This is an optimization exercise on Yosys and OpenROAD, whose aim is small area and a short achievable clock period, not a production implementation.
No run shown here included a check of the RTL's function; only the layout flow was run.

==> flow/design.v, too long to show whole: its modules and the start of the top module <==
// module tv80_alu: 358 lines
// module tv80_mcode: 2195 lines
// module tv80_reg: 33 lines
// module tv80_core: 1828 lines
// module tv80n: 140 lines
module tv80n ( 
  m1_n, mreq_n, iorq_n, rd_n, wr_n, rfsh_n, halt_n, busak_n, A, dout,
  reset_n, clk, wait_n, int_n, nmi_n, busrq_n, di
  );
  // ...
==> flow/run.sh <==
#!/bin/bash
# synth_recipe.tcl (not shown) runs the flow's synth.tcl, then flattens the netlist and writes it again
# the make line also repeats each setting of config.mk as NAME=value (left out here)
make -C /OpenROAD-flow-scripts/flow DESIGN_CONFIG=/design/flow/config.mk WORK_HOME=/design/flow/orfs CLKGATE_MAP_FILE= SYNTH_SCRIPT=/design/flow/synth_recipe.tcl finish
==> flow/config.mk <==
export PLATFORM = sky130hd
export DESIGN_NAME = tv80n
export DESIGN_NICKNAME = tv80n
export VERILOG_FILES = /design/flow/design.v
export SDC_FILE = /design/flow/constraint.sdc
export NUM_CORES = 4
export LEC_CHECK = 0
export CAP_MARGIN = 20
export CORE_MARGIN = 2
export CORE_UTILIZATION = 40
export SLEW_MARGIN = 20
==> flow/constraint.sdc <==
create_clock -name core_clock -period 12.0 [get_ports {clk}]
set_input_delay 2.4000 -clock core_clock [delete_from_list [all_inputs] [get_ports {clk}]]
set_output_delay 2.4000 -clock core_clock [all_outputs]
set_load 0.01 [all_outputs]
==> summary.md, run 1 <==
| Metric | Value |
|---|---|
| Sequential share of cell area | 26.8% |
| Worst setup SP type | flop |
| Post-synth EDFFs | 271 |
| Initial Util | 40.4% |
| Vias/cell | 7.25 |
| Family with the most delay on the worst path | compound AO/OA/AOI/OAI gates |
| Simple-Gate Fraction of Synth Area | 22.7% |
| Sequential fraction of the synthesis area | 29.1% |
| Tcrit/Tclk final | 55.6% |
| Vias post-DR | 40,323 |
| Proportion of synthesized area in mux cells | 6.99% |
| Die Ht | 303 µm |
| Fraction of area in multi-input gates | 60.3% |
| WHS Path Cells | 2 |
| Syn avg cell area | 7.96 µm² |
| Grt met3 use | 13.7% |
| Clock Path Buffers | 3 |
| DRT antenna net count | 0 |
| Post-Synthesis Cells | 4,488 |
| Crit path kind | reg2reg |
| Run status | complete, no violations |
| Largest cell class | multi-input combinational cells |
| Reg2reg start | i_tv80_core.IR[3] |
| MaxCap Viol Count | 0 |
| Hold wc startpoint | i_tv80_core.A[6] |
| GRT met2 Usage | 59.5% |
| FFs w/ async S/R, synth | 20.9% |
| Multi-input gate area | 23,400 µm² |
| Fin cells | 5,563 |
| Clock network share of area | 3.88% |
| NumNets Final | 4,496 |
==> module tv80_core, before the edit <==
module tv80_core ( 
  m1_n, iorq, no_read, write, rfsh_n, halt_n, busak_n, A, dout, mc,
  ts, intcycle_n, IntE, stop,
  reset_n, clk, cen, wait_n, int_n, nmi_n, busrq_n, dinst, di
  );
  parameter Mode = 1;    
  parameter IOWait = 1;  
  parameter Flag_C = 0;
  parameter Flag_N = 1;
  parameter Flag_P = 2;
  parameter Flag_X = 3;
  parameter Flag_H = 4;
  parameter Flag_Y = 5;
  parameter Flag_Z = 6;
  parameter Flag_S = 7;
  input     reset_n;            
  input     clk;                
  input     cen;                
  input     wait_n;             
  input     int_n;              
  input     nmi_n;              
  input     busrq_n;            
  output    m1_n;               
  output    iorq;               
  output    no_read;            
  output    write;              
  output    rfsh_n;             
  output    halt_n;             
  output    busak_n;            
  output [15:0] A; 
  input [7:0]   dinst;  
  input [7:0]   di;     
  output [7:0]  dout;     
  output [6:0]  mc;     
  output [6:0]  ts;     
  output        intcycle_n;     
  output        IntE;           
  output        stop;           
  reg    m1_n;          
  reg    iorq; 
  reg    halt_n;                
  reg    busak_n;               
  reg [15:0] A; 
  reg [7:0]  dout;        
  reg [6:0]  mc;        
  reg [6:0]  ts;        
  reg   intcycle_n;     
  reg   IntE;           
  reg   stop;           
  parameter     aNone    = 3'b111;
  parameter     aBC      = 3'b000;
  parameter     aDE      = 3'b001;
  parameter     aXY      = 3'b010;
  parameter     aIOA     = 3'b100;
  parameter     aSP      = 3'b101;
  parameter     aZI      = 3'b110;
  reg [7:0]     ACC, F;
  reg [7:0]     Ap, Fp;
  reg [7:0]     I;
  reg [15:0]    SP, PC;
  reg [7:0]     RegDIH;
  reg [7:0]     RegDIL;
  wire [15:0]   RegBusA;
  wire [15:0]   RegBusB;
  wire [15:0]   RegBusC;
  reg [2:0]     RegAddrA_r;
  reg [2:0]     RegAddrA;
  reg [2:0]     RegAddrB_r;
  reg [2:0]     RegAddrB;
  reg [2:0]     RegAddrC;
  reg           RegWEH;
  reg           RegWEL;
  reg           Alternate;
  reg [15:0]    TmpAddr;         
  reg [7:0]     IR;              
  reg [1:0]     ISet;            
  reg [15:0]    RegBusA_r;
  reg [15:0]    ID16;
  reg [7:0]     Save_Mux;
  reg [6:0]     tstate;
  reg [6:0]     mcycle;
  reg           last_mcycle, last_tstate;
  reg           IntE_FF1;
  reg           IntE_FF2;
  reg           Halt_FF;
  reg           BusReq_s;
  reg           BusAck;
  reg           ClkEn;
  reg           NMI_s;
  reg           INT_s;
  reg [1:0]     IStatus;
  reg [7:0]     DI_Reg;
  reg           T_Res;
  reg [1:0]     XY_State;
  reg [2:0]     Pre_XY_F_M;
  reg           NextIs_XY_Fetch;
  reg           XY_Ind;
  reg           No_BTR;
  reg           BTR_r;
  reg           Auto_Wait;
  reg           Auto_Wait_t1;
  reg           Auto_Wait_t2;
  reg           IncDecZ;
  reg [7:0]     BusB;
  reg [7:0]     BusA;
  wire [7:0]    ALU_Q;
  wire [7:0]    F_Out;
  reg [4:0]     Read_To_Reg_r;
  reg           Arith16_r;
  reg           Z16_r;
  reg [3:0]     ALU_Op_r;
  reg           Save_ALU_r;
  reg           PreserveC_r;
  reg [2:0]     mcycles;
  wire [2:0]    mcycles_d;
  wire [2:0]    tstates;
  reg           IntCycle;
  reg           NMICycle;
  wire          Inc_PC;
  wire          Inc_WZ;
  wire [3:0]    IncDec_16_mc;
  wire [3:0]    IncDec_16;
  wire [1:0]    Prefix;
  wire          Read_To_Acc;
  wire          Read_To_Reg;
  wire [3:0]     Set_BusB_To;
  wire [3:0]     Set_BusA_To;
  wire [3:0]     ALU_Op;
  wire           Save_ALU;
  wire           PreserveC;
  wire           Arith16;
  wire [2:0]     Set_Addr_To;
  wire           Jump;
  wire           JumpE;
  wire           JumpXY;
  wire           Call;
  wire           RstP;
  wire           LDZ;
  wire           LDW;
  wire           LDSPHL;
  wire           iorq_i;
  wire [2:0]     Special_LD;
  wire           ExchangeDH_mc;
  wire           ExchangeDH;
  wire           ExchangeRp;
  wire           ExchangeAF;
  wire           ExchangeRS;
  wire           I_DJNZ;
  wire           I_CPL;
  wire           I_CCF;
  wire           I_SCF;
  wire           I_RETN;
  wire           I_BT;
  wire           I_BC;
  wire           I_BTR;
  wire           I_RLD;
  wire           I_RRD;
  wire           I_INRC;
  wire           SetDI;
  wire           SetEI;
  wire [1:0]     IMode;
  wire           Halt;
  reg [15:0]     PC16;
  reg [15:0]     PC16_B;
  reg [15:0]     SP16, XYD16;
  reg            ID16Z;
  reg [15:0]     ID16_B;
  reg            Oldnmi_n;
  tv80_mcode #(Mode, Flag_C, Flag_N, Flag_P, Flag_X, Flag_H, Flag_Y, Flag_Z, Flag_S) i_mcode
    (
     .IR                   (IR),
     .ISet                 (ISet),
     .MCycle_i             (mcycle),
     .F                    (F),
     .NMICycle             (NMICycle),
     .IntCycle             (IntCycle),
     .MCycles              (mcycles_d),
     .TStates              (tstates),
     .Prefix               (Prefix),
     .Inc_PC               (Inc_PC),
     .Inc_WZ               (Inc_WZ),
     .IncDec_16            (IncDec_16_mc),
     .Read_To_Acc          (Read_To_Acc),
     .Read_To_Reg          (Read_To_Reg),
     .Set_BusB_To          (Set_BusB_To),
     .Set_BusA_To          (Set_BusA_To),
     .ALU_Op               (ALU_Op),
     .Save_ALU             (Save_ALU),
     .PreserveC            (PreserveC),
     .Arith16              (Arith16),
     .Set_Addr_To          (Set_Addr_To),
     .IORQ                 (iorq_i),
     .Jump                 (Jump),
     .JumpE                (JumpE),
     .JumpXY               (JumpXY),
     .Call                 (Call),
     .RstP                 (RstP),
     .LDZ                  (LDZ),
     .LDW                  (LDW),
     .LDSPHL               (LDSPHL),
     .Special_LD           (Special_LD),
     .ExchangeDH           (ExchangeDH_mc),
     .ExchangeRp           (ExchangeRp),
     .ExchangeAF           (ExchangeAF),
     .ExchangeRS           (ExchangeRS),
     .I_DJNZ               (I_DJNZ),
     .I_CPL                (I_CPL),
     .I_CCF                (I_CCF),
     .I_SCF                (I_SCF),
     .I_RETN               (I_RETN),
     .I_BT                 (I_BT),
     .I_BC                 (I_BC),
     .I_BTR                (I_BTR),
     .I_RLD                (I_RLD),
     .I_RRD                (I_RRD),
     .I_INRC               (I_INRC),
     .SetDI                (SetDI),
     .SetEI                (SetEI),
     .IMode                (IMode),
     .Halt                 (Halt),
     .NoRead               (no_read),
     .Write                (write)
     );
  wire [7:0]     IR_m1n = (IntCycle == 1'b1 && IStatus == 2'b01) ? 8'b11111111 :
                          (Halt_FF == 1'b1 || (IntCycle == 1'b1 && IStatus == 2'b10) || NMICycle == 1'b1) ? 8'b00000000 :
                          dinst;
  wire [1:0]     ISet_m1n = (Prefix == 2'b01 || Prefix == 2'b10) ? Prefix : 2'b00;
  wire [3:0]     IncDec_16_m1n;
  wire           ExchangeDH_m1n;
  reg  [3:0]     IncDec_16_q;
  reg            ExchangeDH_q;
  reg            IR_m1_loaded;
  tv80_mcode #(Mode, Flag_C, Flag_N, Flag_P, Flag_X, Flag_H, Flag_Y, Flag_Z, Flag_S) i_mcode_m1
    (
     .IR                   (IR_m1n),
     .ISet                 (ISet_m1n),
     .MCycle_i             (7'b0000001),
     .F                    (F),
     .NMICycle             (NMICycle),
     .IntCycle             (IntCycle),
     .MCycles              (),
     .TStates              (),
     .Prefix               (),
     .Inc_PC               (),
     .Inc_WZ               (),
     .IncDec_16            (IncDec_16_m1n),
     .Read_To_Acc          (),
     .Read_To_Reg          (),
     .Set_BusB_To          (),
     .Set_BusA_To          (),
     .ALU_Op               (),
     .Save_ALU             (),
     .PreserveC            (),
     .Arith16              (),
     .Set_Addr_To          (),
     .IORQ                 (),
     .Jump                 (),
     .JumpE                (),
     .JumpXY               (),
     .Call                 (),
     .RstP                 (),
     .LDZ                  (),
     .LDW                  (),
     .LDSPHL               (),
     .Special_LD           (),
     .ExchangeDH           (ExchangeDH_m1n),
     .ExchangeRp           (),
     .ExchangeAF           (),
     .ExchangeRS           (),
     .I_DJNZ               (),
     .I_CPL                (),
     .I_CCF                (),
     .I_SCF                (),
     .I_RETN               (),
     .I_BT                 (),
     .I_BC                 (),
     .I_BTR                (),
     .I_RLD                (),
     .I_RRD                (),
     .I_INRC               (),
     .SetDI                (),
     .SetEI                (),
     .IMode                (),
     .Halt                 (),
     .NoRead               (),
     .Write                ()
     );
  always @ (posedge clk)
    begin
      if (ClkEn == 1'b1 && mcycle[0] && tstate[2] && wait_n == 1'b1)
        begin
          IncDec_16_q <= IncDec_16_m1n;
          ExchangeDH_q <= ExchangeDH_m1n;
        end
      else if (mcycle[0] && (tstate[3] || (tstate[2] && IR_m1_loaded)))
        begin
          IncDec_16_q <= IncDec_16_q;
          ExchangeDH_q <= ExchangeDH_q;
        end
      else
        begin
          IncDec_16_q <= IncDec_16_mc;
          ExchangeDH_q <= mcycle[0] & ExchangeDH_mc;
        end
      if (tstate[1])
        IR_m1_loaded <= 1'b0;
      else if (ClkEn == 1'b1 && mcycle[0] && tstate[2] && wait_n == 1'b1)
        IR_m1_loaded <= 1'b1;
    end
  assign IncDec_16 = IncDec_16_q;
  assign ExchangeDH = ExchangeDH_q;
  tv80_alu #(Mode, Flag_C, Flag_N, Flag_P, Flag_X, Flag_H, Flag_Y, Flag_Z, Flag_S) i_alu
    (
     .Arith16              (Arith16_r),
     .Z16                  (Z16_r),
     .ALU_Op               (ALU_Op_r),
     .IR                   (IR[5:0]),
     .ISet                 (ISet),
     .BusA                 (BusA),
     .BusB                 (BusB),
     .F_In                 (F),
     .Q                    (ALU_Q),
     .F_Out                (F_Out)
     );
  function [6:0] number_to_bitvec;
    input [2:0] num;
    begin
      case (num)
        1 : number_to_bitvec = 7'b0000001;
        2 : number_to_bitvec = 7'b0000010;
        3 : number_to_bitvec = 7'b0000100;
        4 : number_to_bitvec = 7'b0001000;
        5 : number_to_bitvec = 7'b0010000;
        6 : number_to_bitvec = 7'b0100000;
        7 : number_to_bitvec = 7'b1000000;
        default : number_to_bitvec = 7'bx;
      endcase  
    end
  endfunction  
  function [2:0] mcyc_to_number;
    input [6:0] mcyc;
    begin
      casez (mcyc)
        7'b1zzzzzz : mcyc_to_number = 3'h7;
        7'b01zzzzz : mcyc_to_number = 3'h6;
        7'b001zzzz : mcyc_to_number = 3'h5;
        7'b0001zzz : mcyc_to_number = 3'h4;
        7'b00001zz : mcyc_to_number = 3'h3;
        7'b000001z : mcyc_to_number = 3'h2;
        7'b0000001 : mcyc_to_number = 3'h1;
        default : mcyc_to_number = 3'h1;
      endcase
    end
  endfunction
  always @( mcycle or mcycles or tstate or tstates)
    begin
      case (mcycles)
        1 : last_mcycle = mcycle[0];
        2 : last_mcycle = mcycle[1];
        3 : last_mcycle = mcycle[2];
        4 : last_mcycle = mcycle[3];
        5 : last_mcycle = mcycle[4];
        6 : last_mcycle = mcycle[5];
        7 : last_mcycle = mcycle[6];
        default : last_mcycle = 1'bx;
      endcase  
      case (tstates)
        0 : last_tstate = tstate[0];
        1 : last_tstate = tstate[1];
        2 : last_tstate = tstate[2];
        3 : last_tstate = tstate[3];
        4 : last_tstate = tstate[4];
        5 : last_tstate = tstate[5];
        6 : last_tstate = tstate[6];
        default : last_tstate = 1'bx;
      endcase
    end  
  always @( ALU_Q or BusAck or BusB or DI_Reg
	   or ExchangeRp or IR or Save_ALU_r or Set_Addr_To or XY_Ind
	   or XY_State or cen or last_tstate or mcycle)
    begin
      ClkEn = cen && ~ BusAck;
      if (last_tstate)
        T_Res = 1'b1;
      else T_Res = 1'b0;
      if (XY_State != 2'b00 && XY_Ind == 1'b0 &&
          ((Set_Addr_To == aXY) ||
           (mcycle[0] && IR == 8'b11001011) ||
           (mcycle[0] && IR == 8'b00110110)))
        NextIs_XY_Fetch = 1'b1;
      else 
        NextIs_XY_Fetch = 1'b0;
      if (ExchangeRp)
        Save_Mux = BusB;
      else if (!Save_ALU_r)
        Save_Mux = DI_Reg;
      else
        Save_Mux = ALU_Q;
    end  
  always @ (posedge clk or negedge reset_n)
    begin
      if (reset_n == 1'b0 ) 
        begin
          PC <= 0;   
          A <= 0;
          ;
          IR <= 8'b00000000;
          ISet <= 2'b00;
          XY_State <= 2'b00;
          IStatus <= 2'b00;
          ;
          ;
          ;
          ;
          ;
          ;
          ;
          ;
          Alternate <= 1'b0;
          ;
          ;
          BTR_r <= 1'b0;
          ;
          ;
          ;
          ;
          XY_Ind <= 1'b0;
        end 
      else 
        begin
          if (ClkEn == 1'b1 ) 
            begin
              ;
              ;
              ;
              ;
              if (IMode != 2'b11 ) 
                begin
                  IStatus <= IMode;
                end
              ;
              ;
              if (ISet == 2'b10 && ALU_Op[2] == 1'b0 && ALU_Op[0] == 1'b1 && mcycle[2] ) 
                begin
                  ;
                end 
              else 
                begin
                  ;
                end
              if (mcycle[0] && (tstate[1] | tstate[2] | tstate[3] )) 
                begin
                  if (tstate[2] && wait_n == 1'b1 ) 
                    begin
                      if (Jump == 1'b0 && Call == 1'b0 && NMICycle == 1'b0 && IntCycle == 1'b0 && ~ (Halt_FF == 1'b1 || Halt == 1'b1) ) 
                        begin
                          PC <= PC16;
                        end
                      if (IntCycle == 1'b1 && IStatus == 2'b01 ) 
                        begin
                          IR <= 8'b11111111;
                        end 
                      else if (Halt_FF == 1'b1 || (IntCycle == 1'b1 && IStatus == 2'b10) || NMICycle == 1'b1 ) 
                        begin
                          IR <= 8'b00000000;
			  ;  
                        end 
                      else 
                        begin
                          IR <= dinst;
                        end
                      ISet <= 2'b00;
                      if (Prefix != 2'b00 ) 
                        begin
                          if (Prefix == 2'b11 ) 
                            begin
                              if (IR[5] == 1'b1 ) 
                                begin
                                  XY_State <= 2'b10;
                                end 
                              else 
                                begin
                                  XY_State <= 2'b01;
                                end
                            end 
                          else 
                            begin
                              if (Prefix == 2'b10 ) 
                                begin
                                  XY_State <= 2'b00;
                                  XY_Ind <= 1'b0;
                                end
                              ISet <= Prefix;
                            end
                        end 
                      else 
                        begin
                          XY_State <= 2'b00;
                          XY_Ind <= 1'b0;
                        end
                    end  
                end 
              else 
                begin
                  if (mcycle[5] ) 
                    begin
                      XY_Ind <= 1'b1;
                      if (Prefix == 2'b01 ) 
                        begin
                          ISet <= 2'b01;
                        end
                    end
                  if (T_Res == 1'b1 ) 
                    begin
                      BTR_r <= (I_BT || I_BC || I_BTR) && ~ No_BTR;
                      if (Jump == 1'b1 ) 
                        begin
                          A[15:8] <= DI_Reg;
                          A[7:0] <= TmpAddr[7:0];
                          PC[15:8] <= DI_Reg;
                          PC[7:0] <= TmpAddr[7:0];
                        end 
                      else if (JumpXY == 1'b1 ) 
                        begin
                          A <= RegBusC;
                          PC <= RegBusC;
                        end else if (Call == 1'b1 || RstP == 1'b1 ) 
                          begin
                            A <= TmpAddr;
                            PC <= TmpAddr;
                          end 
                        else if (last_mcycle && NMICycle == 1'b1 ) 
                          begin
                            A <= 16'b0000000001100110;
                            PC <= 16'b0000000001100110;
                          end 
                        else if (mcycle[2] && IntCycle == 1'b1 && IStatus == 2'b10 ) 
                          begin
                            A[15:8] <= I;
                            A[7:0] <= TmpAddr[7:0];
                            PC[15:8] <= I;
                            PC[7:0] <= TmpAddr[7:0];
                          end 
                        else 
                          begin
                            case (Set_Addr_To)
                              aXY :
                                begin
                                  if (XY_State == 2'b00 ) 
                                    begin
                                      A <= RegBusC;
                                    end 
                                  else 
                                    begin
                                      if (NextIs_XY_Fetch == 1'b1 )
                                        begin
                                          A <= PC;
                                        end 
                                      else 
                                        begin
                                          A <= TmpAddr;
                                        end
                                    end  
                                end  
                              aIOA :
                                begin
                                  if (Mode == 3 ) 
                                    begin
                                      A[15:8] <= 8'hFF;
                                    end 
                                  else if (Mode == 2 ) 
                                    begin
                                      A[15:8] <= DI_Reg;
                                    end 
                                  else 
                                    begin
                                      A[15:8] <= ACC;
                                    end
                                  A[7:0] <= DI_Reg;
                                end  
                              aSP :
                                begin
                                  A <= SP;
                                end
                              aBC :
                                begin
                                  if (Mode == 3 && iorq_i == 1'b1 ) 
                                    begin
                                      A[15:8] <= 8'hFF;
                                      A[7:0] <= RegBusC[7:0];
                                    end 
                                  else 
                                    begin
                                      A <= RegBusC;
                                    end
                                end  
                              aDE :
                                begin
                                  A <= RegBusC;
                                end
                              aZI :
                                begin                                  
                                  if (Inc_WZ == 1'b1 ) 
                                    begin
                                      A <= TmpAddr + 1;
                                    end 
                                  else 
                                    begin
                                      A[15:8] <= DI_Reg;
                                      A[7:0] <= TmpAddr[7:0];
                                    end
                                end  
                              default   :
                                begin                                    
                                  A <= PC;
                                end
                            endcase  
                          end  
                      ;
                      ;
                      if (I_CPL == 1'b1 ) 
                        begin
                          ;
                          ;
                          ;
                          ;
                          ;
                        end
                      if (I_CCF == 1'b1 ) 
                        begin
                          ;
                          ;
                          ;
                          ;
                          ;
                        end
                      if (I_SCF == 1'b1 ) 
                        begin
                          ;
                          ;
                          ;
                          ;
                          ;
                        end
                    end  
                  if (tstate[2] && wait_n == 1'b1 ) 
                    begin
                      if (ISet == 2'b01 && mcycle[6] ) 
                        begin
                          IR <= dinst;
                        end
                      if (JumpE == 1'b1 ) 
                        begin
                          PC <= PC16;
                        end 
                      else if (Inc_PC == 1'b1 ) 
                        begin
                          PC <= PC16;
                        end
                      if (BTR_r == 1'b1 ) 
                        begin
                          PC <= PC16;
                        end
                      if (RstP == 1'b1 ) 
                        begin
                          ;
                        end
                    end
                  if (tstate[3] && mcycle[5] ) 
                    begin
                      ;
                    end
                  if ((tstate[2] && wait_n == 1'b1) || (tstate[4] && mcycle[0]) ) 
                    begin
                      if (IncDec_16[2:0] == 3'b111 ) 
                        begin
                          ;
                        end
                    end
                  if (LDSPHL == 1'b1 ) 
                    begin
                      ;
                    end
                  if (ExchangeAF == 1'b1 ) 
                    begin
                      ;
                      ;
                      ;
                      ;
                    end
                  if (ExchangeRS == 1'b1 ) 
                    begin
                      Alternate <= ~ Alternate;
                    end
                end  
              if (tstate[3] ) 
                begin
                  if (LDZ == 1'b1 ) 
                    begin
                      ;
                    end
                  if (LDW == 1'b1 ) 
                    begin
                      ;
                    end
                  if (Special_LD[2] == 1'b1 ) 
                    begin
                      case (Special_LD[1:0])
                        2'b00 :
                          begin
                            ;
                            ;
			    ;
			    ;
			    ;
			    ; 
                          end
                        2'b01 :
                          begin
                            ;
                            ;
			    ;
			    ;
			    ;
			    ; 
                          end
                        2'b10 :
                          ;
                        default : ;
                      endcase
                    end
                end  
              if ((I_DJNZ == 1'b0 && Save_ALU_r == 1'b1) || ALU_Op_r == 4'b1001 ) 
                begin
                  if (Mode == 3 ) 
                    begin
                      ;
                      ;
                      ;
                      if (PreserveC_r == 1'b0 ) 
                        begin
                          ;
                        end
                    end 
                  else 
                    begin
                      ;
                      if (PreserveC_r == 1'b0 ) 
                        begin
                          ;
                        end
                    end
                end  
              if (T_Res == 1'b1 && I_INRC == 1'b1 ) 
                begin
                  ;
                  ;
                  if (DI_Reg[7:0] == 8'b00000000 ) 
                    begin
                      ;
                    end 
                  else 
                    begin
                      ;
                    end
                  ;
                  ;
                end  
              if (tstate[1] && Auto_Wait_t1 == 1'b0 ) 
                begin
                  ;
                  if (I_RLD == 1'b1 ) 
                    begin
                      ;
                      ;
                    end
                  if (I_RRD == 1'b1 ) 
                    begin
                      ;
                      ;
                    end
                end
              if (T_Res == 1'b1 ) 
                begin
                  ;
                  ;
                  if (Read_To_Acc == 1'b1 ) 
                    begin
                      ;
                      ;
                    end
                end
              if (tstate[1] && I_BT == 1'b1 ) 
                begin
                  ;
                  ;
                  ;
                  ;
                end
              if (I_BC == 1'b1 || I_BT == 1'b1 ) 
                begin
                  ;
                end
              if ((tstate[1] && Save_ALU_r == 1'b0 && Auto_Wait_t1 == 1'b0) ||
                  (Save_ALU_r == 1'b1 && ALU_Op_r != 4'b0111) ) 
                begin
                  case (Read_To_Reg_r)
                    5'b10111 :
                      ;
                    5'b10110 :
                      ;
                    5'b11000 :
                      ;
                    5'b11001 :
                      ;
                    5'b11011 :
                      ;
                    default : ;
                  endcase
                end  
            end  
        end  
    end
  always @ (posedge clk)
    begin
      if (1'b0) 
        begin
          ;   
          ;
          TmpAddr <= 0;
          ;
          ;
          ;
          ;
          mcycles <= 3'b000;
          dout <= 8'b00000000;
          ACC <= 8'hFF;
          F <= 8'hFF;
          Ap <= 8'hFF;
          Fp <= 8'hFF;
          I <= 0;
          SP <= 16'hFFFF;
          ;
          Read_To_Reg_r <= 5'b00000;
          Arith16_r <= 1'b0;
          ;
          Z16_r <= 1'b0;
          ALU_Op_r <= 4'b0000;
          Save_ALU_r <= 1'b0;
          PreserveC_r <= 1'b0;
          ;
        end 
      else 
        begin
          if (ClkEn == 1'b1 ) 
            begin
              ALU_Op_r <= 4'b0000;
              Save_ALU_r <= 1'b0;
              Read_To_Reg_r <= 5'b00000;
              mcycles <= mcycles_d;
              if (IMode != 2'b11 ) 
                begin
                  ;
                end
              Arith16_r <= Arith16;
              PreserveC_r <= PreserveC;
              if (ISet == 2'b10 && ALU_Op[2] == 1'b0 && ALU_Op[0] == 1'b1 && mcycle[2] ) 
                begin
                  Z16_r <= 1'b1;
                end 
              else 
                begin
                  Z16_r <= 1'b0;
                end
              if (mcycle[0] && (tstate[1] | tstate[2] | tstate[3] )) 
                begin
                  if (tstate[2] && wait_n == 1'b1 ) 
                    begin
                      if (Jump == 1'b0 && Call == 1'b0 && NMICycle == 1'b0 && IntCycle == 1'b0 && ~ (Halt_FF == 1'b1 || Halt == 1'b1) ) 
                        begin
                          ;
                        end
                      if (IntCycle == 1'b1 && IStatus == 2'b01 ) 
                        begin
                          ;
                        end 
                      else if (Halt_FF == 1'b1 || (IntCycle == 1'b1 && IStatus == 2'b10) || NMICycle == 1'b1 ) 
                        begin
                          ;
			  TmpAddr[7:0] <= dinst;  
                        end 
                      else 
                        begin
                          ;
                        end
                      ;
                      if (Prefix != 2'b00 ) 
                        begin
                          if (Prefix == 2'b11 ) 
                            begin
                              if (IR[5] == 1'b1 ) 
                                begin
                                  ;
                                end 
                              else 
                                begin
                                  ;
                                end
                            end 
                          else 
                            begin
                              if (Prefix == 2'b10 ) 
                                begin
                                  ;
                                  ;
                                end
                              ;
                            end
                        end 
                      else 
                        begin
                          ;
                          ;
                        end
                    end  
                end 
              else 
                begin
                  if (mcycle[5] ) 
                    begin
                      ;
                      if (Prefix == 2'b01 ) 
                        begin
                          ;
                        end
                    end
                  if (T_Res == 1'b1 ) 
                    begin
                      ;
                      if (Jump == 1'b1 ) 
                        begin
                          ;
                          ;
                          ;
                          ;
                        end 
                      else if (JumpXY == 1'b1 ) 
                        begin
                          ;
                          ;
                        end else if (Call == 1'b1 || RstP == 1'b1 ) 
                          begin
                            ;
                            ;
                          end 
                        else if (last_mcycle && NMICycle == 1'b1 ) 
                          begin
                            ;
                            ;
                          end 
                        else if (mcycle[2] && IntCycle == 1'b1 && IStatus == 2'b10 ) 
                          begin
                            ;
                            ;
                            ;
                            ;
                          end 
                        else 
                          begin
                            case (Set_Addr_To)
                              aXY :
                                begin
                                  if (XY_State == 2'b00 ) 
                                    begin
                                      ;
                                    end 
                                  else 
                                    begin
                                      if (NextIs_XY_Fetch == 1'b1 )
                                        begin
                                          ;
                                        end 
                                      else 
                                        begin
                                          ;
                                        end
                                    end  
                                end  
                              aIOA :
                                begin
                                  if (Mode == 3 ) 
                                    begin
                                      ;
                                    end 
                                  else if (Mode == 2 ) 
                                    begin
                                      ;
                                    end 
                                  else 
                                    begin
                                      ;
                                    end
                                  ;
                                end  
                              aSP :
                                begin
                                  ;
                                end
                              aBC :
                                begin
                                  if (Mode == 3 && iorq_i == 1'b1 ) 
                                    begin
                                      ;
                                      ;
                                    end 
                                  else 
                                    begin
                                      ;
                                    end
                                end  
                              aDE :
                                begin
                                  ;
                                end
                              aZI :
                                begin                                  
                                  if (Inc_WZ == 1'b1 ) 
                                    begin
                                      ;
                                    end 
                                  else 
                                    begin
                                      ;
                                      ;
                                    end
                                end  
                              default   :
                                begin                                    
                                  ;
                                end
                            endcase  
                          end  
                      Save_ALU_r <= Save_ALU;
                      ALU_Op_r <= ALU_Op;
                      if (I_CPL == 1'b1 ) 
                        begin
                          ACC <= ~ ACC;
                          F[Flag_Y] <= ~ ACC[5];
                          F[Flag_H] <= 1'b1;
                          F[Flag_X] <= ~ ACC[3];
                          F[Flag_N] <= 1'b1;
                        end
                      if (I_CCF == 1'b1 ) 
                        begin
                          F[Flag_C] <= ~ F[Flag_C];
                          F[Flag_Y] <= ACC[5];
                          F[Flag_H] <= F[Flag_C];
                          F[Flag_X] <= ACC[3];
                          F[Flag_N] <= 1'b0;
                        end
                      if (I_SCF == 1'b1 ) 
                        begin
                          F[Flag_C] <= 1'b1;
                          F[Flag_Y] <= ACC[5];
                          F[Flag_H] <= 1'b0;
                          F[Flag_X] <= ACC[3];
                          F[Flag_N] <= 1'b0;
                        end
                    end  
                  if (tstate[2] && wait_n == 1'b1 ) 
                    begin
                      if (ISet == 2'b01 && mcycle[6] ) 
                        begin
                          ;
                        end
                      if (JumpE == 1'b1 ) 
                        begin
                          ;
                        end 
                      else if (Inc_PC == 1'b1 ) 
                        begin
                          ;
                        end
                      if (BTR_r == 1'b1 ) 
                        begin
                          ;
                        end
                      if (RstP == 1'b1 ) 
                        begin
                          TmpAddr <= { 10'h0, IR[5:3], 3'h0 };
                        end
                    end
                  if (tstate[3] && mcycle[5] ) 
                    begin
                      TmpAddr <= XYD16;
                    end
                  if ((tstate[2] && wait_n == 1'b1) || (tstate[4] && mcycle[0]) ) 
                    begin
                      if (IncDec_16[2:0] == 3'b111 ) 
                        begin
                          SP <= SP16;
                        end
                    end
                  if (LDSPHL == 1'b1 ) 
                    begin
                      SP <= RegBusC;
                    end
                  if (ExchangeAF == 1'b1 ) 
                    begin
                      Ap <= ACC;
                      ACC <= Ap;
                      Fp <= F;
                      F <= Fp;
                    end
                  if (ExchangeRS == 1'b1 ) 
                    begin
                      ;
                    end
                end  
              if (tstate[3] ) 
                begin
                  if (LDZ == 1'b1 ) 
                    begin
                      TmpAddr[7:0] <= DI_Reg;
                    end
                  if (LDW == 1'b1 ) 
                    begin
                      TmpAddr[15:8] <= DI_Reg;
                    end
                  if (Special_LD[2] == 1'b1 ) 
                    begin
                      case (Special_LD[1:0])
                        2'b00 :
                          begin
                            ACC <= I;
                            F[Flag_P] <= IntE_FF2;
			    F[Flag_Z] <= (I == 0);
			    F[Flag_S] <= I[7];
			    F[Flag_H] <= 0;
			    F[Flag_N] <= 0; 
                          end
                        2'b01 :
                          begin
                            ACC <= 0;
                            F[Flag_P] <= IntE_FF2;
			    F[Flag_Z] <= (I == 0);
			    F[Flag_S] <= I[7];
			    F[Flag_H] <= 0;
			    F[Flag_N] <= 0; 
                          end
                        2'b10 :
                          I <= ACC;
                        default : ;
                      endcase
                    end
                end  
              if ((I_DJNZ == 1'b0 && Save_ALU_r == 1'b1) || ALU_Op_r == 4'b1001 ) 
                begin
                  if (Mode == 3 ) 
                    begin
                      F[6] <= F_Out[6];
                      F[5] <= F_Out[5];
                      F[7] <= F_Out[7];
                      if (PreserveC_r == 1'b0 ) 
                        begin
                          F[4] <= F_Out[4];
                        end
                    end 
                  else 
                    begin
                      F[7:1] <= F_Out[7:1];
                      if (PreserveC_r == 1'b0 ) 
                        begin
                          F[Flag_C] <= F_Out[0];
                        end
                    end
                end  
              if (T_Res == 1'b1 && I_INRC == 1'b1 ) 
                begin
                  F[Flag_H] <= 1'b0;
                  F[Flag_N] <= 1'b0;
                  if (DI_Reg[7:0] == 8'b00000000 ) 
                    begin
                      F[Flag_Z] <= 1'b1;
                    end 
                  else 
                    begin
                      F[Flag_Z] <= 1'b0;
                    end
                  F[Flag_S] <= DI_Reg[7];
                  F[Flag_P] <= ~ (^DI_Reg[7:0]);
                end  
              if (tstate[1] && Auto_Wait_t1 == 1'b0 ) 
                begin
                  dout <= BusB;
                  if (I_RLD == 1'b1 ) 
                    begin
                      dout[3:0] <= BusA[3:0];
                      dout[7:4] <= BusB[3:0];
                    end
                  if (I_RRD == 1'b1 ) 
                    begin
                      dout[3:0] <= BusB[7:4];
                      dout[7:4] <= BusA[3:0];
                    end
                end
              if (T_Res == 1'b1 ) 
                begin
                  Read_To_Reg_r[3:0] <= Set_BusA_To;
                  Read_To_Reg_r[4] <= Read_To_Reg;
                  if (Read_To_Acc == 1'b1 ) 
                    begin
                      Read_To_Reg_r[3:0] <= 4'b0111;
                      Read_To_Reg_r[4] <= 1'b1;
                    end
                end
              if (tstate[1] && I_BT == 1'b1 ) 
                begin
                  F[Flag_X] <= ALU_Q[3];
                  F[Flag_Y] <= ALU_Q[1];
                  F[Flag_H] <= 1'b0;
                  F[Flag_N] <= 1'b0;
                end
              if (I_BC == 1'b1 || I_BT == 1'b1 ) 
                begin
                  F[Flag_P] <= IncDecZ;
                end
              if ((tstate[1] && Save_ALU_r == 1'b0 && Auto_Wait_t1 == 1'b0) ||
                  (Save_ALU_r == 1'b1 && ALU_Op_r != 4'b0111) ) 
                begin
                  case (Read_To_Reg_r)
                    5'b10111 :
                      ACC <= Save_Mux;
                    5'b10110 :
                      dout <= Save_Mux;
                    5'b11000 :
                      SP[7:0] <= Save_Mux;
                    5'b11001 :
                      SP[15:8] <= Save_Mux;
                    5'b11011 :
                      F <= Save_Mux;
                    default : ;
                  endcase
                end  
            end  
        end  
    end
  always @ (posedge clk)
    begin
      if (ClkEn == 1'b1 ) 
        begin
          RegAddrA_r <= { Alternate, Set_BusA_To[2:1] };
          if (XY_Ind == 1'b0 && XY_State != 2'b00 && Set_BusA_To[2:1] == 2'b10 ) 
            begin
              RegAddrA_r <= { XY_State[1],  2'b11 };
            end
          RegAddrB_r <= { Alternate, Set_BusB_To[2:1] };
          if (XY_Ind == 1'b0 && XY_State != 2'b00 && Set_BusB_To[2:1] == 2'b10 ) 
            begin
              RegAddrB_r <= { XY_State[1],  2'b11 };
            end
          RegAddrC <= { Alternate,  Set_Addr_To[1:0] };
          if ((JumpXY == 1'b1 || LDSPHL == 1'b1) ) 
            begin
              RegAddrC <= { Alternate, 2'b10 };
            end
          if (((JumpXY == 1'b1 || LDSPHL == 1'b1) && XY_State != 2'b00) || (mcycle[5]) ) 
            begin
              RegAddrC <= { XY_State[1],  2'b11 };
            end
          if (I_DJNZ == 1'b1 && Save_ALU_r == 1'b1 && Mode < 2 ) 
            begin
              IncDecZ <= F_Out[Flag_Z];
            end
          if ((tstate[2] || (tstate[3] && mcycle[0])) && IncDec_16[2:0] == 3'b100 ) 
            begin
              if (ID16Z) 
                begin
                  IncDecZ <= 1'b0;
                end 
              else 
                begin
                  IncDecZ <= 1'b1;
                end
            end
          RegBusA_r <= RegBusA;
        end
    end  
  always @( Alternate or ExchangeDH or IncDec_16
	   or RegAddrA_r or RegAddrB_r or XY_State or mcycle or tstate)
    begin
      if ((tstate[2] || (tstate[3] && mcycle[0] && IncDec_16[2] == 1'b1)) && XY_State == 2'b00)
        RegAddrA = { Alternate, IncDec_16[1:0] };
      else if ((tstate[2] || (tstate[3] && mcycle[0] && IncDec_16[2] == 1'b1)) && IncDec_16[1:0] == 2'b10)
        RegAddrA = { XY_State[1], 2'b11 };
      else if (ExchangeDH == 1'b1 && tstate[3])
        RegAddrA = { Alternate, 2'b10 };
      else if (ExchangeDH == 1'b1 && tstate[4])
        RegAddrA = { Alternate, 2'b01 };
      else
        RegAddrA = RegAddrA_r;
      if (ExchangeDH == 1'b1 && tstate[3])
        RegAddrB = { Alternate, 2'b01 };
      else
        RegAddrB = RegAddrB_r;
    end  
  always @( ALU_Op_r or Auto_Wait_t1 or ExchangeDH
	   or IncDec_16 or Read_To_Reg_r or Save_ALU_r or mcycle
	   or tstate or wait_n)
    begin
      RegWEH = 1'b0;
      RegWEL = 1'b0;
      if ((tstate[1] && ~Save_ALU_r && ~Auto_Wait_t1) ||
          (Save_ALU_r && (ALU_Op_r != 4'b0111)) ) 
        begin
          case (Read_To_Reg_r)
            5'b10000 , 5'b10001 , 5'b10010 , 5'b10011 , 5'b10100 , 5'b10101 :
              begin
                RegWEH = ~ Read_To_Reg_r[0];
                RegWEL = Read_To_Reg_r[0];
              end  
            default : ;
          endcase  
        end  
      if (ExchangeDH && (tstate[3] || tstate[4]) ) 
        begin
          RegWEH = 1'b1;
          RegWEL = 1'b1;
        end
      if (IncDec_16[2] && ((tstate[2] && wait_n && ~mcycle[0]) || (tstate[3] && mcycle[0])) ) 
        begin
          case (IncDec_16[1:0])
            2'b00 , 2'b01 , 2'b10 :
              begin
                RegWEH = 1'b1;
                RegWEL = 1'b1;
              end  
            default : ;
          endcase
        end
    end  
  always @( ExchangeDH or ID16 or IncDec_16 or RegBusA_r
	   or RegBusB or Save_Mux or mcycle or tstate)
    begin
      RegDIH = Save_Mux;
      RegDIL = Save_Mux;
      if (ExchangeDH == 1'b1 && tstate[3] ) 
        begin
          RegDIH = RegBusB[15:8];
          RegDIL = RegBusB[7:0];
        end
      else if (ExchangeDH == 1'b1 && tstate[4] ) 
        begin
          RegDIH = RegBusA_r[15:8];
          RegDIL = RegBusA_r[7:0];
        end
      else if (IncDec_16[2] == 1'b1 && ((tstate[2] && ~mcycle[0]) || (tstate[3] && mcycle[0])) ) 
        begin
          RegDIH = ID16[15:8];
          RegDIL = ID16[7:0];
        end
    end
  tv80_reg i_reg
    (
     .clk                  (clk),
     .CEN                  (ClkEn),
     .WEH                  (RegWEH),
     .WEL                  (RegWEL),
     .AddrA                (RegAddrA),
     .AddrB                (RegAddrB),
     .AddrC                (RegAddrC),
     .DIH                  (RegDIH),
     .DIL                  (RegDIL),
     .DOAH                 (RegBusA[15:8]),
     .DOAL                 (RegBusA[7:0]),
     .DOBH                 (RegBusB[15:8]),
     .DOBL                 (RegBusB[7:0]),
     .DOCH                 (RegBusC[15:8]),
     .DOCL                 (RegBusC[7:0])
     );
  always @ (posedge clk)
    begin
      if (ClkEn == 1'b1 ) 
        begin
          case (Set_BusB_To)
            4'b0111 :
              BusB <= ACC;
            4'b0000 , 4'b0001 , 4'b0010 , 4'b0011 , 4'b0100 , 4'b0101 :
              begin
                if (Set_BusB_To[0] == 1'b1 ) 
                  begin
                    BusB <= RegBusB[7:0];
                  end 
                else 
                  begin
                    BusB <= RegBusB[15:8];
                  end
              end
            4'b0110 :
              BusB <= DI_Reg;
            4'b1000 :
              BusB <= SP[7:0];
            4'b1001 :
              BusB <= SP[15:8];
            4'b1010 :
              BusB <= 8'b00000001;
            4'b1011 :
              BusB <= F;
            4'b1100 :
              BusB <= PC[7:0];
            4'b1101 :
              BusB <= PC[15:8];
            4'b1110 :
              BusB <= 8'b00000000;
            default :
              BusB <= 8'h0;
          endcase
          case (Set_BusA_To)
            4'b0111 :
              BusA <= ACC;
            4'b0000 , 4'b0001 , 4'b0010 , 4'b0011 , 4'b0100 , 4'b0101 :
              begin
                if (Set_BusA_To[0] == 1'b1 )
                  begin
                    BusA <= RegBusA[7:0];
                  end 
                else 
                  begin
                    BusA <= RegBusA[15:8];
                  end
              end
            4'b0110 :
              BusA <= DI_Reg;
            4'b1000 :
              BusA <= SP[7:0];
            4'b1001 :
              BusA <= SP[15:8];
            4'b1010 :
              BusA <= 8'b00000000;
            default :
              BusA <= 8'h0;
          endcase
        end
    end
  assign rfsh_n = 1'b1;
  always @( BusAck or Halt_FF or I_DJNZ or IntCycle
	   or IntE_FF1 or di or iorq_i or mcycle or tstate)
    begin
      mc = mcycle;
      ts = tstate;
      DI_Reg = di;
      halt_n = ~ Halt_FF;
      busak_n = ~ BusAck;
      intcycle_n = ~ IntCycle;
      IntE = IntE_FF1;
      iorq = iorq_i;
      stop = I_DJNZ;
    end
  always @ (posedge clk or negedge reset_n)
    begin : sync_inputs
      if (~reset_n) 
        begin
          ;
          ;
          NMI_s <= 1'b0;
          Oldnmi_n <= 1'b0;
        end 
      else
        begin
          if (cen == 1'b1 ) 
            begin
              ;
              ;
              if (NMICycle == 1'b1 ) 
                begin
                  NMI_s <= 1'b0;
                end 
              else if (nmi_n == 1'b0 && Oldnmi_n == 1'b1 ) 
                begin
                  NMI_s <= 1'b1;
                end
              Oldnmi_n <= nmi_n;
            end
        end
    end
  always @ (posedge clk)
    begin : sync_inputs_nr
      if (1'b0) 
        begin
          BusReq_s <= 1'b0;
          INT_s <= 1'b0;
          ;
          ;
        end 
      else
        begin
          if (cen == 1'b1 ) 
            begin
              BusReq_s <= ~ busrq_n;
              INT_s <= ~ int_n;
              if (NMICycle == 1'b1 ) 
                begin
                  ;
                end 
              else if (nmi_n == 1'b0 && Oldnmi_n == 1'b1 ) 
                begin
                  ;
                end
              ;
            end
        end
    end
  always @ (posedge clk or negedge reset_n)
    begin
      if (reset_n == 1'b0 ) 
        begin
          mcycle <= 7'b0000001;
          tstate <= 7'b0000001;
          Pre_XY_F_M <= 3'b000;
          Halt_FF <= 1'b0;
          BusAck <= 1'b0;
          NMICycle <= 1'b0;
          IntCycle <= 1'b0;
          IntE_FF1 <= 1'b0;
          IntE_FF2 <= 1'b0;
          ;
          ;
          Auto_Wait_t2 <= 1'b0;
          m1_n <= 1'b1;
        end 
      else
        begin
          if (cen == 1'b1 ) 
            begin
              if (T_Res == 1'b1 ) 
                begin
                  ;
                end 
              else 
                begin
		  ;
                end
              Auto_Wait_t2 <= Auto_Wait_t1 & !T_Res;
              ;
              if (tstate[2] ) 
                begin
                  if (SetEI == 1'b1 ) 
                    begin
                      if (!NMICycle)
                        IntE_FF1 <= 1'b1;
                      IntE_FF2 <= 1'b1;
                    end
                  if (I_RETN == 1'b1 ) 
                    begin
                      IntE_FF1 <= IntE_FF2;
                    end
                end
              if (tstate[3] ) 
                begin
                  if (SetDI == 1'b1 ) 
                    begin
                      IntE_FF1 <= 1'b0;
                      IntE_FF2 <= 1'b0;
                    end
                end
              if (IntCycle == 1'b1 || NMICycle == 1'b1 ) 
                begin
                  Halt_FF <= 1'b0;
                end
              if (mcycle[0] && tstate[2] && wait_n == 1'b1 ) 
                begin
                  m1_n <= 1'b1;
                end
              if (BusReq_s == 1'b1 && BusAck == 1'b1 ) 
                begin
                end 
              else 
                begin
                  BusAck <= 1'b0;
                  if (tstate[2] && wait_n == 1'b0 ) 
                    begin
                    end 
                  else if (T_Res == 1'b1 ) 
                    begin
                      if (Halt == 1'b1 ) 
                        begin
                          Halt_FF <= 1'b1;
                        end
                      if (BusReq_s == 1'b1 ) 
                        begin
                          BusAck <= 1'b1;
                        end 
                      else 
                        begin
                          tstate <= 7'b0000010;
                          if (NextIs_XY_Fetch == 1'b1 ) 
                            begin
                              mcycle <= 7'b0100000;
                              Pre_XY_F_M <= mcyc_to_number(mcycle);
                              if (IR == 8'b00110110 && Mode == 0 ) 
                                begin
                                  Pre_XY_F_M <= 3'b010;
                                end
                            end 
                          else if ((mcycle[6]) || (mcycle[5] && Mode == 1 && ISet != 2'b01) ) 
                            begin
                              mcycle <= number_to_bitvec(Pre_XY_F_M + 1);
                            end 
                          else if ((last_mcycle) ||
                                   No_BTR == 1'b1 ||
                                   (mcycle[1] && I_DJNZ == 1'b1 && IncDecZ == 1'b1) ) 
                            begin
                              m1_n <= 1'b0;
                              mcycle <= 7'b0000001;
                              IntCycle <= 1'b0;
                              NMICycle <= 1'b0;
                              if (NMI_s == 1'b1 && Prefix == 2'b00 ) 
                                begin
                                  NMICycle <= 1'b1;
                                  IntE_FF1 <= 1'b0;
                                end 
                              else if ((IntE_FF1 == 1'b1 && INT_s == 1'b1) && Prefix == 2'b00 && SetEI == 1'b0 ) 
                                begin
                                  IntCycle <= 1'b1;
                                  IntE_FF1 <= 1'b0;
                                  IntE_FF2 <= 1'b0;
                                end
                            end 
                          else 
                            begin
                              mcycle <= { mcycle[5:0], mcycle[6] };
                            end
                        end
                    end 
                  else 
                    begin    
                      if ( ~(Auto_Wait == 1'b1 && Auto_Wait_t2 == 1'b0) &&
                           ~(IOWait == 1 && iorq_i == 1'b1 && Auto_Wait_t1 == 1'b0) ) 
                        begin
                          tstate <= { tstate[5:0], tstate[6] };
                        end
                    end
                end
              if (tstate[0]) 
                begin
                  m1_n <= 1'b0;
                end
            end
        end
    end
  always @ (posedge clk)
    begin
      if (1'b0) 
        begin
          ;
          ;
          ;
          ;
          ;
          ;
          ;
          ;
          ;
          No_BTR <= 1'b0;
          Auto_Wait_t1 <= 1'b0;
          ;
          ;
        end 
      else
        begin
          if (cen == 1'b1 ) 
            begin
              if (T_Res == 1'b1 ) 
                begin
                  Auto_Wait_t1 <= 1'b0;
                end 
              else 
                begin
		  Auto_Wait_t1 <= Auto_Wait || (iorq_i & ~Auto_Wait_t2);
                end
              ;
              No_BTR <= (I_BT && (~ IR[4] || ~ F[Flag_P])) || (I_BC && (~ IR[4] || F[Flag_Z] || ~ F[Flag_P])) || (I_BTR && (~ IR[4] || F[Flag_Z]));
              if (tstate[2] ) 
                begin
                  if (SetEI == 1'b1 ) 
                    begin
                      if (!NMICycle)
                        ;
                      ;
                    end
                  if (I_RETN == 1'b1 ) 
                    begin
                      ;
                    end
                end
              if (tstate[3] ) 
                begin
                  if (SetDI == 1'b1 ) 
                    begin
                      ;
                      ;
                    end
                end
              if (IntCycle == 1'b1 || NMICycle == 1'b1 ) 
                begin
                  ;
                end
              if (mcycle[0] && tstate[2] && wait_n == 1'b1 ) 
                begin
                  ;
                end
              if (BusReq_s == 1'b1 && BusAck == 1'b1 ) 
                begin
                end 
              else 
                begin
                  ;
                  if (tstate[2] && wait_n == 1'b0 ) 
                    begin
                    end 
                  else if (T_Res == 1'b1 ) 
                    begin
                      if (Halt == 1'b1 ) 
                        begin
                          ;
                        end
                      if (BusReq_s == 1'b1 ) 
                        begin
                          ;
                        end 
                      else 
                        begin
                          ;
                          if (NextIs_XY_Fetch == 1'b1 ) 
                            begin
                              ;
                              ;
                              if (IR == 8'b00110110 && Mode == 0 ) 
                                begin
                                  ;
                                end
                            end 
                          else if ((mcycle[6]) || (mcycle[5] && Mode == 1 && ISet != 2'b01) ) 
                            begin
                              ;
                            end 
                          else if ((last_mcycle) ||
                                   No_BTR == 1'b1 ||
                                   (mcycle[1] && I_DJNZ == 1'b1 && IncDecZ == 1'b1) ) 
                            begin
                              ;
                              ;
                              ;
                              ;
                              if (NMI_s == 1'b1 && Prefix == 2'b00 ) 
                                begin
                                  ;
                                  ;
                                end 
                              else if ((IntE_FF1 == 1'b1 && INT_s == 1'b1) && Prefix == 2'b00 && SetEI == 1'b0 ) 
                                begin
                                  ;
                                  ;
                                  ;
                                end
                            end 
                          else 
                            begin
                              ;
                            end
                        end
                    end 
                  else 
                    begin    
                      if ( ~(Auto_Wait == 1'b1 && Auto_Wait_t2 == 1'b0) &&
                           ~(IOWait == 1 && iorq_i == 1'b1 && Auto_Wait_t1 == 1'b0) ) 
                        begin
                          ;
                        end
                    end
                end
              if (tstate[0]) 
                begin
                  ;
                end
            end
        end
    end
  function [15:0] incdec16;
    input [15:0] a;
    input        dec;
    reg   [15:0] x;
    reg   [15:0] t;
    integer      k;
    begin
      x = dec ? ~a : a;
      t[0] = 1'b1;
      for (k = 1; k < 16; k = k + 1)
        t[k] = t[k-1] & x[k-1];
      incdec16 = a ^ t;
    end
  endfunction
  always @( BTR_r or DI_Reg or IncDec_16 or JumpE or PC
	   or RegBusA or RegBusC or SP)
    begin
      if (JumpE == 1'b1 )
        PC16 = PC + { {8{DI_Reg[7]}}, DI_Reg };
      else if (BTR_r == 1'b1 )
        PC16 = { incdec16(PC[15:1], 1'b1), PC[0] };
      else
        PC16 = incdec16(PC, 1'b0);
      SP16 = incdec16(SP, IncDec_16[3]);
      XYD16 = RegBusC + { {8{DI_Reg[7]}}, DI_Reg };
      ID16 = incdec16(RegBusA, IncDec_16[3]);
      ID16Z = IncDec_16[3] ? (RegBusA == 16'h0001) : (RegBusA == 16'hFFFF);
    end  
  always @( IntCycle or NMICycle or mcycle)
    begin
      Auto_Wait = 1'b0;
      if (IntCycle == 1'b1 || NMICycle == 1'b1 ) 
        begin
          if (mcycle[0] ) 
            begin
              Auto_Wait = 1'b1;
            end
        end
    end  
endmodule  
==> run 2: changes to the inputs <==
--- a/flow/design.v
+++ b/flow/design.v
@@ -359,31 +359,30 @@
 module tv80_mcode 
   ( 
   MCycles, TStates, Prefix, Inc_PC, Inc_WZ, IncDec_16, Read_To_Reg, 
   Read_To_Acc, Set_BusA_To, Set_BusB_To, ALU_Op, Save_ALU, PreserveC, 
   Arith16, Set_Addr_To, IORQ, Jump, JumpE, JumpXY, Call, RstP, LDZ, 
   LDW, LDSPHL, Special_LD, ExchangeDH, ExchangeRp, ExchangeAF, 
   ExchangeRS, I_DJNZ, I_CPL, I_CCF, I_SCF, I_RETN, I_BT, I_BC, I_BTR, 
   I_RLD, I_RRD, I_INRC, SetDI, SetEI, IMode, Halt, NoRead, Write, 
-  IR, ISet, MCycle_i, F, NMICycle, IntCycle
+  IR, ISet, MCycle, F, NMICycle, IntCycle
   );
   parameter             Mode   = 0;
   parameter             Flag_C = 0;
   parameter             Flag_N = 1;
   parameter             Flag_P = 2;
   parameter             Flag_X = 3;
   parameter             Flag_H = 4;
   parameter             Flag_Y = 5;
   parameter             Flag_Z = 6;
   parameter             Flag_S = 7;
   input [7:0]           IR;
   input [1:0]           ISet                    ;
-  input [6:0]           MCycle_i                ;
-  reg   [6:0]           MCycle                  ;
+  input [6:0]           MCycle                  ;
   input [7:0]           F                       ;
   input                 NMICycle                ;
   input                 IntCycle                ;
   output [2:0]          MCycles                 ;
   output [2:0]          TStates                 ;
   output [1:0]          Prefix                  ;  
   output                Inc_PC                  ;
   output                Inc_WZ                  ;
@@ -511,28 +510,19 @@
             3'b111  : is_cc_true = FF[7] == 1'b1;  
           endcase
         end
     end
   endfunction  
   reg [2:0] DDD;
   reg [2:0] SSS;
   reg [1:0] DPAIR;
-  always @ ( F or IR or ISet or IntCycle or MCycle_i
+  always @ ( F or IR or ISet or IntCycle or MCycle
             or NMICycle)
     begin
-      casez (MCycle_i)
-        7'bzzzzzz1 : MCycle = 7'b0000001;
-        7'bzzzzz10 : MCycle = 7'b0000010;
-        7'bzzzz100 : MCycle = 7'b0000100;
-        7'bzzz1000 : MCycle = 7'b0001000;
-        7'bzz10000 : MCycle = 7'b0010000;
-        7'bz100000 : MCycle = 7'b0100000;
-        default    : MCycle = 7'b1000000;
-      endcase
       DDD = IR[5:3];
       SSS = IR[2:0];
       DPAIR = IR[5:4];
       MCycles = 3'b001;
       if (MCycle[0] ) 
         begin
           TStates = 3'b100;
         end 
@@ -2694,17 +2684,18 @@
   reg [4:0]     Read_To_Reg_r;
   reg           Arith16_r;
   reg           Z16_r;
   reg [3:0]     ALU_Op_r;
   reg           Save_ALU_r;
   reg           PreserveC_r;
   reg [2:0]     mcycles;
   wire [2:0]    mcycles_d;
-  wire [2:0]    tstates;
+  wire [2:0]    tstates_mc;
+  reg  [2:0]    tstates;
   reg           IntCycle;
   reg           NMICycle;
   wire          Inc_PC;
   wire          Inc_WZ;
   wire [3:0]    IncDec_16_mc;
   wire [3:0]    IncDec_16;
   wire [1:0]    Prefix;
   wire          Read_To_Acc;
@@ -2751,22 +2742,22 @@
   reg [15:0]     SP16, XYD16;
   reg            ID16Z;
   reg [15:0]     ID16_B;
   reg            Oldnmi_n;
   tv80_mcode #(Mode, Flag_C, Flag_N, Flag_P, Flag_X, Flag_H, Flag_Y, Flag_Z, Flag_S) i_mcode
     (
      .IR                   (IR),
      .ISet                 (ISet),
-     .MCycle_i             (mcycle),
+     .MCycle               (mcycle),
      .F                    (F),
      .NMICycle             (NMICycle),
      .IntCycle             (IntCycle),
      .MCycles              (mcycles_d),
-     .TStates              (tstates),
+     .TStates              (tstates_mc),
      .Prefix               (Prefix),
      .Inc_PC               (Inc_PC),
      .Inc_WZ               (Inc_WZ),
      .IncDec_16            (IncDec_16_mc),
      .Read_To_Acc          (Read_To_Acc),
      .Read_To_Reg          (Read_To_Reg),
      .Set_BusB_To          (Set_BusB_To),
      .Set_BusA_To          (Set_BusA_To),
@@ -2815,17 +2806,17 @@
   wire           ExchangeDH_m1n;
   reg  [3:0]     IncDec_16_q;
   reg            ExchangeDH_q;
   reg            IR_m1_loaded;
   tv80_mcode #(Mode, Flag_C, Flag_N, Flag_P, Flag_X, Flag_H, Flag_Y, Flag_Z, Flag_S) i_mcode_m1
     (
      .IR                   (IR_m1n),
      .ISet                 (ISet_m1n),
-     .MCycle_i             (7'b0000001),
+     .MCycle               (7'b0000001),
      .F                    (F),
      .NMICycle             (NMICycle),
      .IntCycle             (IntCycle),
      .MCycles              (),
      .TStates              (),
      .Prefix               (),
      .Inc_PC               (),
      .Inc_WZ               (),
@@ -2933,16 +2924,18 @@
         7'b0001zzz : mcyc_to_number = 3'h4;
         7'b00001zz : mcyc_to_number = 3'h3;
         7'b000001z : mcyc_to_number = 3'h2;
         7'b0000001 : mcyc_to_number = 3'h1;
         default : mcyc_to_number = 3'h1;
       endcase
     end
   endfunction
+  always @ (posedge clk)
+    tstates <= tstates_mc;
   always @( mcycle or mcycles or tstate or tstates)
     begin
       case (mcycles)
         1 : last_mcycle = mcycle[0];
         2 : last_mcycle = mcycle[1];
         3 : last_mcycle = mcycle[2];
         4 : last_mcycle = mcycle[3];
         5 : last_mcycle = mcycle[4];
==> run 2 against run 1 <==
Effect of this change:
- still clean on timing, DRC and antenna
- sequential share of layout area down 0.44 points
- cell area up 2.3%
- flip-flop and latch count increased by 3
- wire length up 2.9%
- critical path type unchanged
==> summary.md, run 2 <==
| Metric | Value |
|---|---|
| CP required | 12.25 ns |
| FFs w/ async S/R, synth | 20.7% (-0.17 points) |
| Rows | 110 |
| DRT iter0 DRCs | 6,681 |
| Proportion of synthesized area in mux cells | 7.88% (+0.89 points) |
| Post-Synth Adder-Cell Area | 4.35% |
| Hold slack | 0.487 ns |
| DRT antenna net count | 0 (unchanged) |
| Crit path max fanout | 29 |
| Die width | 306 µm |
| Main combinational cell family by area after synthesis | compound AO/OA/AOI/OAI gates |
| Clock Root Buffer | clkbuf_16 |
| Most frequent cells in the layout | nand2_1 (454), nor2_1 (412), a21oi_1 (360) |
| Hold-fix buffers, CTS | 0 |
| Drt total wl | 199,000 µm |
| Core ar. | 90,000 µm² |
| DP HPWL | 149,000 µm |
| First-pass GRT wire length | 281,000 µm |
| Post-synth EDFFs | 271 (unchanged) |
| Register area | 10,500 µm² |
| Tcrit/Tclk final | 55.2% (-0.41 points) |
| CP arrival | 6.88 ns |
| Synth Area in Compound Gates | 29.0% |
| Crit path kind | reg2reg |
| Multi-input gate area | 24,000 µm² (+2.4%) |
| Gr ovfl total | 0 |
| Final setup viols | 0 |
| CTS tree | built |
| Worst slew margin | 15.7% |
| Residual DRC | 0 |
| Clock skew | 0.0395 ns |
| Area Overhead vs Synth | 9.07% |
| Yosys cell types | 109 |
| Syn nets | 4,598 |
| Sequential fraction of the synthesis area | 28.7% (-0.35 points) |
| Largest net degree at the start of global routing | 81 |
| Top cell type's share of synthesized area | 22.4% |
| Top-level I/O count | 46 |
| Vias post-DR | 40,464 (+0.35%) |
| Die Ht | 306 µm (+0.88%) |
| Run status | complete, no violations |
| Critical Path Sink Type | flop |
| Post-CTS Setup Bufs | 0 |
| Biggest regs | i_tv80_core.i_reg.RegsH: 64 flops, i_tv80_core.i_reg.RegsL: 64 flops |
| Initial Util | 40.4% (about the same) |
| RSZ-0062 raised after global routing | false |
| Reg2reg setup slack | 5.38 ns |
| Initial antenna violation count | 14 |
| Worst setup SP type | flop |
| Final Critical Period | 6.62 ns |
| CTS clk-pin slew, worst paths | 0.06 ns |
| Final TNS setup | 0 ns |
| Commonest cells post-synth | nand2_1 (454), nor2_1 (420), a21oi_1 (362), o21ai_0 (277), edfxtp_1 (271) |
| NumNets Final | 4,481 (-0.33%) |
| Die ar. | 93,300 µm² |
| Post-Synthesis Cells | 4,460 (-0.62%) |
| Number of port buffers | 44 |
| Synth area leader | edfxtp_1 |
| Min-delay worst type | reg2reg |
| Simple-Gate Fraction of Synth Area | 21.4% (-1.3 points) |
| Layout cell share with drive strength beyond 1 | 10.5% |
| Actual slew at the worst max-slew pin | 1.25 ns |
| Final Hold Vio Count | 0 |
| First-pass iteration count of the detailed router | 8 |
| H-tree levels | 2 |
| CTS Buf Count | 47 |
| # clock sinks | 367 |
| Max Slew Vio Count | 0 |
| Top cells by area, synth | edfxtp_1 (22%), dfrtp_1 (5.0%), a21oi_1 (5.0%) |
| Syn avg cell area | 8.15 µm² (+2.4%) |
| Wire per inst | 35.8 µm |
| Yosys warnings | 5 |
| Post-synth top flop | edfxtp_1 |
| Fill cell count | 9,137 |
| Fmax | 151 MHz |
| Vias in the first global route | 37,641 |
| Post-synthesis register bit count | 367 |
| Vias/cell | 7.27 (+0.31%) |
| MaxCap Viol Count | 0 (unchanged) |
| Clock latency (worst-skew pair) | 0.64 ns |
| Mapped cell area | 36,400 µm² |
| Gpl congestion | 1.09 |
| Clock Path Buffers | 3 (unchanged) |
| Resized cells post-CTS | 0 |
| Placement Cell Area | 38,000 µm² |
| Fin area | 39,700 µm² |
| Synth Area in XOR/XNOR | 2.87% |
| Dominant cell by count in the synthesized netlist | nand2_1 |
| Gr usage total | 41.3% |
| Most common library cell in the layout ignoring fill and taps | nand2_1 |
[run 2: cell count changes in the layout (fill, tap and decap cells not counted), moves of 15 or more]
cell	change
a22oi_1	+35
nand2_1	-66
o221ai_1	+25
nor3_1	-18
a21oi_1	+16
nand3_1	-16
mux2i_1	-15
mux4_2	+20
o21ai_0	-29
[run 2: worst max-delay path, cell delays in order, from the launching register on]
cell	delay, ns
dfrtp_1	0.73
a31o_2	0.59
a311oi_2	0.88
or2_2	0.70
o21ai_0	0.63
or2_2	0.48
a221oi_1	0.54
nand4_1	0.19
a21oi_1	0.15
buf_4	0.21
xor2_1	0.16
nor2_1	0.05
o31ai_1	0.89
[run 2: worst paths after layout]
kind	startpoint	endpoint	cells past startpoint
worst max register to register	i_tv80_core.tstate[3]	i_tv80_core.i_reg.RegsL[2][6]	12
worst min-delay path	i_tv80_core.IR_m1_loaded	i_tv80_core.IR_m1_loaded	2
worst max-delay path	i_tv80_core.tstate[3]	i_tv80_core.i_reg.RegsL[2][6]	12
max in group asynchronous	reset_n	i_tv80_core.A[3]	2
min in group asynchronous	reset_n	i_tv80_core.IntE_FF1	1
worst min register to register	i_tv80_core.IR_m1_loaded	i_tv80_core.IR_m1_loaded	2
[run 2: cell type report]
| cell class | instances | share of cell area, % |
|---|---|---|
| Clock inverter | 35 | 1.07 |
| Clock buffer | 52 | 3.06 |
| Timing Repair Buffer | 198 | 4.05 |
| Inverter | 136 | 1.30 |
| Antenna cell | 8 | 0.0505 |
| Tap cell | 1176 | 3.71 |
| Multi-Input combinational cell | 3593 | 60.4 |
| Sequential cell | 367 | 26.4 |
[run 2: logic make-up after synthesis]
family / Yosys count
adder cells (fa/ha/maj): 124
buffers and inverters: 500
flip-flops: 367
other: 1
multiplexers: 208
AO/OA/AOI/OAI: 1545
AND/OR/NAND/NOR: 1596
XOR/XNOR: 119
[run 2: layer usage]
layer / vias up / wire length [µm] / track usage, %
li1: 16972 / - / -
met1: 19474 / 75400 / 52.8
met2: 3188 / 84300 / 61.8
met3: 820 / 24500 / 11.5
met4: 10 / 15200 / 25.5
met5: - / 87 / 0
[run 2: per-stage QoR]
| step | cells | util [%] | setup slack [ns] |
|---|---|---|---|
| final | 5565 | 44.1 | 5.38 |
| after global routing | 5557 | 44.0 | 5.19 |
| after CTS | 5557 | 44.0 | 5.62 |
| after detailed placement | 5470 | 42.2 | 5.65 |
| after global placement | 5467 | 42.2 | 4.92 |
| after floorplan | 4460 | - | 5.76 |

## what the ideal ports hide
In the flow no input, the clock included, has a driving cell. The finished layouts below were timed again as built, in two steps. Step 1, drivers: a clkbuf_16 drives clk and a buf_2 each remaining input, both assumed. Step 2 adds t to the input delays and takes it off the output delays; t is the mean of the earliest and latest rising clock arrival at the registers after step 1. Input paths then give back, and output paths get back, about the clock's delay inside the block. a / b / c = no drivers / after step 1 / after step 2; a / b = the first two.
run | shift t [ns] | slack for setup (ns) | hold slack, ns | slew at the worst register clock pin (ns) | worst slew at a driven data input, ns
run 1 | 0.681 | 5.325 / 5.325 / 5.325 | 0.484 / 0.484 / 0.484 | 0.08 / 0.08 | 0.03
run 2 | 0.688 | 5.375 / 5.375 / 5.375 | 0.487 / 0.487 / 0.487 | 0.07 / 0.07 | 0.06
After both steps every run listed still meets setup and hold.
